What follows belongs to an exercise in optimizing a design on an open flow for small area, a short achievable clock period and few clock cycles per item; a production flow would make more cautious choices. At most, simulation tests tie the RTL to the original design; equivalence was not proved. No activity file was given, so power comes from the tool's default toggle rates.

Setup of v11:
==> flow/design.v <==
module mdc (clk, rst_n, start, A, B, out, done);
input clk, rst_n, start;
input [7:0] A, B;
output [7:0] out;
output done;
reg       busy;
reg [6:0] ah, bh;    
reg [2:0] k;
function [2:0] ctz8;
    input [7:0] v;
    begin
        casez (v)
            8'b???????1: ctz8 = 3'd0;
            8'b??????10: ctz8 = 3'd1;
            8'b?????100: ctz8 = 3'd2;
            8'b????1000: ctz8 = 3'd3;
            8'b???10000: ctz8 = 3'd4;
            8'b??100000: ctz8 = 3'd5;
            8'b?1000000: ctz8 = 3'd6;
            default:     ctz8 = 3'd7;
        endcase
    end
endfunction
function [6:0] oddh8;
    input [7:0] v;
    begin
        casez (v)
            8'b???????1: oddh8 = v[7:1];
            8'b??????10: oddh8 = {1'b0, v[7:2]};
            8'b?????100: oddh8 = {2'b0, v[7:3]};
            8'b????1000: oddh8 = {3'b0, v[7:4]};
            8'b???10000: oddh8 = {4'b0, v[7:5]};
            8'b??100000: oddh8 = {5'b0, v[7:6]};
            8'b?1000000: oddh8 = {6'b0, v[7]};
            default:     oddh8 = 7'd0;
        endcase
    end
endfunction
wire [7:0] d  = {1'b0, ah} - {1'b0, bh};
wire       lt = d[7];
wire [6:0] m  = d[7:1] ^ {7{lt}};
reg  [6:0] vh;
always @* begin
    casez (ah ^ bh)
        7'b??????1: vh = m;
        7'b?????10: vh = {1'b0, m[6:1]};
        7'b????100: vh = {2'b0, m[6:2]};
        7'b???1000: vh = {3'b0, m[6:3]};
        7'b??10000: vh = {4'b0, m[6:4]};
        7'b?100000: vh = {5'b0, m[6:5]};
        default:    vh = {6'b0, m[6]};
    endcase
end
wire       fin = ~|((ah & ~bh) | (~ah & bh)) | ~|ah;
assign done = busy & fin;
assign out  = {ah, 1'b1} << k;
always @(posedge clk or negedge rst_n) begin
    if (!rst_n)
        busy <= 1'b0;
    else
        busy <= start | (busy & ~fin);
end
always @(posedge clk) begin
    if (start) begin
        bh <= oddh8(B);
        ah <= (oddh8(B) == 7'd0) ? 7'd0 : oddh8(A);
        k  <= ctz8(A | B);
    end else begin
        bh <= lt ? ah : bh;
        ah <= vh;
    end
end
endmodule
clock: 4.0 ns
lec_check: 0
cap_margin: 20
core_margin: 2
core_utilization: 40
cts_buf_list: sky130_fd_sc_hd__clkbuf_4
setup_slack_margin: 1.4
slew_margin: 20
tns_end_percent: 0
standard.sh (not shown) runs the stock make flow with config.mk's settings and CLKGATE_MAP_FILE= SYNTH_SCRIPT=/design/flow/synth_recipe.tcl, a recipe that flattens the netlist after the stock synthesis.
==> flow/flow/run.sh <==
#!/bin/bash
# The standard layout (standard.sh) with two changes:
#  - the port buffers are plain buf_1 cells;
#  - synthesis maps the logic with the ABC script in flow/abc.script instead of
#    ORFS's speed script. Everything else in synthesis (synth_recipe.tcl) is kept.
# Each tool's output goes to the ORFS logs; make's own output goes to standard.log.
set -euo pipefail
W=$(pwd)
export BUFFER_PORTS_ARGS="-buffer_cell sky130_fd_sc_hd__buf_1"
export SETUP_MOVE_SEQUENCE=sizeup,swap
export SKIP_GATE_CLONING=1
export SKIP_LAST_GASP=1
export MY_ABC_SCRIPT="$W/flow/abc.script"
{ sed -n 1p synth_recipe.tcl; cat flow/abc_override.tcl; sed -n '2,$p' synth_recipe.tcl; } > synth_own.tcl
sed "s#SYNTH_SCRIPT=[^ ]*#SYNTH_SCRIPT=$W/synth_own.tcl#" standard.sh > standard_own.sh
bash standard_own.sh > standard.log 2>&1
==> flow/flow/abc.script <==
strash
&get -n
&dch -f
&nf -R 1000
&put
strash
&get -n
&dch -f
&nf -R 1000
&put
strash
&get -n
&dch -f
&nf -R 1000
&put
topo
stime -c
==> flow/flow/abc_override.tcl <==
# Run ABC with the script in MY_ABC_SCRIPT in place of the one ORFS chose.
proc abc {args} {
  set i [lsearch -exact $args -script]
  if { $i >= 0 } {
    set args [lreplace $args [expr {$i + 1}] [expr {$i + 1}] $::env(MY_ABC_SCRIPT)]
  }
  yosys abc {*}$args
}
Testbench counts of v11, summed over its fixed seeds: cycles 9,100, items 2,400.
> inputs changed (v11 -> v9)
diff --git a/flow/design.v b/flow/design.v
--- a/flow/design.v
+++ b/flow/design.v
@@ -49,11 +49,11 @@
         7'b??10000: vh = {4'b0, m[6:4]};
         7'b?100000: vh = {5'b0, m[6:5]};
         default:    vh = {6'b0, m[6]};
     endcase
 end
-wire       fin = ~|((ah & ~bh) | (~ah & bh)) | ~|ah;
+wire       fin = (ah == bh) | (ah == 7'd0);
 assign done = busy & fin;
 assign out  = {ah, 1'b1} << k;
 always @(posedge clk or negedge rst_n) begin
     if (!rst_n)
         busy <= 1'b0;
--- outcome ---
- Comparing v9 with v11, the via count came out essentially unchanged.
- Taking v11 as the reference, in v9 transition time of the tightest slew-check pin went down; maximum single-stage delay on the critical path went up; total routed wirelength went down; smallest setup slack after layout went down.
- v9 went all the way through the flow, and no timing, DRC or antenna check failed.
- v11 was carried through to the last stage, and its layout satisfied the timing, design-rule and antenna checks.
- Final-layout non-clock buffer area share (lower): v9
- The more densely filled core belongs to v9, not v11.
- | worst hold slack | v9 vs v11 | 14 ps higher |
- v11 vs v9, cell with the largest stage delay on the worst path: sky130_fd_sc_hd__dfxtp_1 vs sky130_fd_sc_hd__edfxtp_1
- Summary: with v11 as the reference, total power consumption of the routed design in v9 moved up by a few percent.
Testbench counts of v9, summed over its fixed seeds: cycles 9,100, items 2,400.

---

## rev 12
RTL: the design.v shown in full above, as it stands there.
export LEC_CHECK = 0
export CAP_MARGIN = 20
export CORE_MARGIN = 2
export CORE_UTILIZATION = 40
export CTS_BUF_LIST = sky130_fd_sc_hd__clkbuf_4
export SETUP_SLACK_MARGIN = 1.4
export SLEW_MARGIN = 20
export TNS_END_PERCENT = 0
create_clock -name core_clock -period 4.0 [get_ports {clk}]
==> flow/flow/abc.script <==
strash
&get -n
&dch -f
&nf -R 1000
&put
strash
&get -n
&dch -f
&nf -R 1000
&put
strash
&get -n
&dch -f
&nf -R 1000
&put
mfs3 -a
topo
stime -c
Scripts as last shown in full above: flow/flow/run.sh, flow/flow/abc_override.tcl
Testbench counts of rev 12, summed over its fixed seeds: cycles 9,100, items 2,400.
### rev 12 -> rev 13
==> flow/design.v <==
module mdc (clk, rst_n, start, A, B, out, done);
input clk, rst_n, start;
input [7:0] A, B;
output [7:0] out;
output done;
reg       busy;
reg [6:0] ah, bh;    
reg [2:0] k;
function [2:0] ctz8;
    input [7:0] v;
    begin
        casez (v)
            8'b???????1: ctz8 = 3'd0;
            8'b??????10: ctz8 = 3'd1;
            8'b?????100: ctz8 = 3'd2;
            8'b????1000: ctz8 = 3'd3;
            8'b???10000: ctz8 = 3'd4;
            8'b??100000: ctz8 = 3'd5;
            8'b?1000000: ctz8 = 3'd6;
            default:     ctz8 = 3'd7;
        endcase
    end
endfunction
function [6:0] oddh8;
    input [7:0] v;
    begin
        casez (v)
            8'b???????1: oddh8 = v[7:1];
            8'b??????10: oddh8 = {1'b0, v[7:2]};
            8'b?????100: oddh8 = {2'b0, v[7:3]};
            8'b????1000: oddh8 = {3'b0, v[7:4]};
            8'b???10000: oddh8 = {4'b0, v[7:5]};
            8'b??100000: oddh8 = {5'b0, v[7:6]};
            8'b?1000000: oddh8 = {6'b0, v[7]};
            default:     oddh8 = 7'd0;
        endcase
    end
endfunction
wire [7:0] d  = {1'b0, ah} - {1'b0, bh};
wire       lt = d[7];
reg  [6:0] sh, mk;    
always @* begin
    casez (ah ^ bh)
        7'b??????1: begin sh = d[7:1];               mk = 7'h7f; end
        7'b?????10: begin sh = {1'b0, d[7:2]};       mk = 7'h3f; end
        7'b????100: begin sh = {2'b0, d[7:3]};       mk = 7'h1f; end
        7'b???1000: begin sh = {3'b0, d[7:4]};       mk = 7'h0f; end
        7'b??10000: begin sh = {4'b0, d[7:5]};       mk = 7'h07; end
        7'b?100000: begin sh = {5'b0, d[7:6]};       mk = 7'h03; end
        default:    begin sh = {6'b0, d[7]};         mk = 7'h01; end
    endcase
end
wire [6:0] vh = sh ^ (mk & {7{lt}});
wire       fin = ~|((ah & ~bh) | (~ah & bh)) | ~|ah;
assign done = busy & fin;
assign out  = {ah, 1'b1} << k;
always @(posedge clk or negedge rst_n) begin
    if (!rst_n)
        busy <= 1'b0;
    else
        busy <= start | (busy & ~fin);
end
always @(posedge clk) begin
    if (start) begin
        bh <= oddh8(B);
        ah <= (oddh8(B) == 7'd0) ? 7'd0 : oddh8(A);
        k  <= ctz8(A | B);
    end else begin
        bh <= lt ? ah : bh;
        ah <= vh;
    end
end
endmodule
--- outcome ---
Summary of rev 13 over rev 12: multi-input combinational cell count rose by about 11%, final cell count rose 18, met1 usage decreased by 0.79 points relative to the old numbers, placeable core region grew by 58 µm², worst-case setup margin in the final layout went down by 62 ps. Layout-stage area growth over the synthesis result, rev 12 and rev 13: smaller value in rev 13.
Only the layout flow was run in rev 13; the RTL was not checked for function there.

---

Setup of v30:
mdc again, from the RTL that the note above started with.
==> module mdc, before the edit <==
module mdc (clk, rst_n, start, A, B, out, done);
input clk, rst_n, start;
input [7:0] A, B;
output [7:0] out;
output done;
reg       busy;
reg [6:0] ah, bh;    
reg [2:0] k;
function [2:0] ctz8;
    input [7:0] v;
    begin
        casez (v)
            8'b???????1: ctz8 = 3'd0;
            8'b??????10: ctz8 = 3'd1;
            8'b?????100: ctz8 = 3'd2;
            8'b????1000: ctz8 = 3'd3;
            8'b???10000: ctz8 = 3'd4;
            8'b??100000: ctz8 = 3'd5;
            8'b?1000000: ctz8 = 3'd6;
            default:     ctz8 = 3'd7;
        endcase
    end
endfunction
function [6:0] oddh8;
    input [7:0] v;
    begin
        casez (v)
            8'b???????1: oddh8 = v[7:1];
            8'b??????10: oddh8 = {1'b0, v[7:2]};
            8'b?????100: oddh8 = {2'b0, v[7:3]};
            8'b????1000: oddh8 = {3'b0, v[7:4]};
            8'b???10000: oddh8 = {4'b0, v[7:5]};
            8'b??100000: oddh8 = {5'b0, v[7:6]};
            8'b?1000000: oddh8 = {6'b0, v[7]};
            default:     oddh8 = 7'd0;
        endcase
    end
endfunction
wire [7:0] d  = {1'b0, ah} - {1'b0, bh};
wire       lt = d[7];
wire [6:0] m  = d[7:1] ^ {7{lt}};
reg  [6:0] vh;
always @* begin
    casez (ah ^ bh)
        7'b??????1: vh = m;
        7'b?????10: vh = {1'b0, m[6:1]};
        7'b????100: vh = {2'b0, m[6:2]};
        7'b???1000: vh = {3'b0, m[6:3]};
        7'b??10000: vh = {4'b0, m[6:4]};
        7'b?100000: vh = {5'b0, m[6:5]};
        default:    vh = {6'b0, m[6]};
    endcase
end
wire       fin = ~|((ah & ~bh) | (~ah & bh)) | ~|ah;
assign done = busy & fin;
assign out  = {ah, 1'b1} << k;
always @(posedge clk or negedge rst_n) begin
    if (!rst_n)
        busy <= 1'b0;
    else
        busy <= start | (busy & ~fin);
end
always @(posedge clk) begin
    if (start) begin
        bh <= oddh8(B);
        ah <= (oddh8(B) == 7'd0) ? 7'd0 : oddh8(A);
        k  <= ctz8(A | B);
    end else begin
        bh <= lt ? ah : bh;
        ah <= vh;
    end
end
endmodule
export LEC_CHECK = 0
export CAP_MARGIN = 20
export CORE_MARGIN = 2
export CORE_UTILIZATION = 40
export CTS_BUF_LIST = sky130_fd_sc_hd__clkbuf_4
export SETUP_SLACK_MARGIN = 1.4
export SLEW_MARGIN = 20
export TNS_END_PERCENT = 0
create_clock -name core_clock -period 4.0 [get_ports {clk}]
==> flow/flow/abc.script <==
strash
&get -n
&dch -f
&nf -R 1000
&put
strash
&get -n
&dch -f
&nf -R 1000
&put
strash
&get -n
&dch -f
&nf -R 1000
&put
strash
&get -n
&dch -f
&nf -R 1000
&put
strash
&get -n
&dch -f
&nf -R 1000
&put
topo
stime -c
Scripts as last shown in full above: flow/flow/run.sh, flow/flow/abc_override.tcl
Testbench counts of v30, summed over its fixed seeds: cycles 9,100, items 2,400.
The inputs of v27 differ from those of v30 as listed below.
--- a/flow/design.v
+++ b/flow/design.v
@@ -49,11 +49,11 @@
         7'b??10000: vh = {4'b0, m[6:4]};
         7'b?100000: vh = {5'b0, m[6:5]};
         default:    vh = {6'b0, m[6]};
     endcase
 end
-wire       fin = ~|((ah & ~bh) | (~ah & bh)) | ~|ah;
+wire       fin = (ah == bh) | (ah == 7'd0);
 assign done = busy & fin;
 assign out  = {ah, 1'b1} << k;
 always @(posedge clk or negedge rst_n) begin
     if (!rst_n)
         busy <= 1'b0;
Notes after the runs:
Compared with v30, in v27 area taken by flip-flops and latches neither gained nor lost much; buffer share of cell area neither gained nor lost much; via count picked up an extra 103; shortest clock period the worst path allows after layout picked up an extra 0.040 ns; multi-input combinational gate total picked up an extra 13. [v27 vs v30] post-synthesis compound-gate area fraction: higher in v27. Run comparison: v27 type of the worst setup path register to output port; v30 type of the worst setup path register to register. Cell depth of the worst flop-to-flop path down 1 in v27 wrt v30. v27 ended up with a lower actual slew at the worst max-slew pin than v30 did. Die area: v27 vs v30 — no meaningful difference. On latest clock arrival within the worst-skew pair, the higher figure sits with v27, not v30. Delta (v27 minus v30): power -3.0%, instance count after placement with tap cells included +15. On total wire length after detailed routing: v27 sits above v30.
Testbench counts of v27, summed over its fixed seeds: cycles 9,100, items 2,400.

[port drivers added, routing unchanged]
The flow's constraints put no driver on any port. The routed layouts listed below were extracted and timed again, unchanged, in two steps.
Step 1: set_driving_cell puts a clkbuf_16 on clk and a buf_2 on each other input, an assumption about the parent block.
Step 2 adds t to the input delays and takes it off the output delays; t is the mean of the earliest and latest rising clock arrival at the registers after step 1. Input paths then give back, and output paths get back, about the clock's delay inside the block.
Slacks: no drivers / after step 1 / after step 2; pairs: no drivers / after step 1.
| run | t (ns) | setup WS [ns] | worst setup path at the end |
|---|---|---|---|
| v11 | 0.309 | 1.415 / 1.393 / 1.238 | input to register |
| v9 | 0.312 | 1.235 / 1.213 / 1.179 | input to register |
| rev 12 | 0.303 | 1.441 / 1.417 / 1.260 | input to register |
| rev 13 | 0.316 | 1.379 / 1.358 / 1.200 | input to register |
| v30 | 0.302 | 1.406 / 1.400 / 1.202 | input to register |
| v27 | 0.329 | 1.365 / 1.340 / 1.245 | input to register |
After both steps every run listed still meets setup and hold. For v30, which loses most, drivers alone change the setup slack by -0.006 ns; drivers and shift together by -0.204 ns.
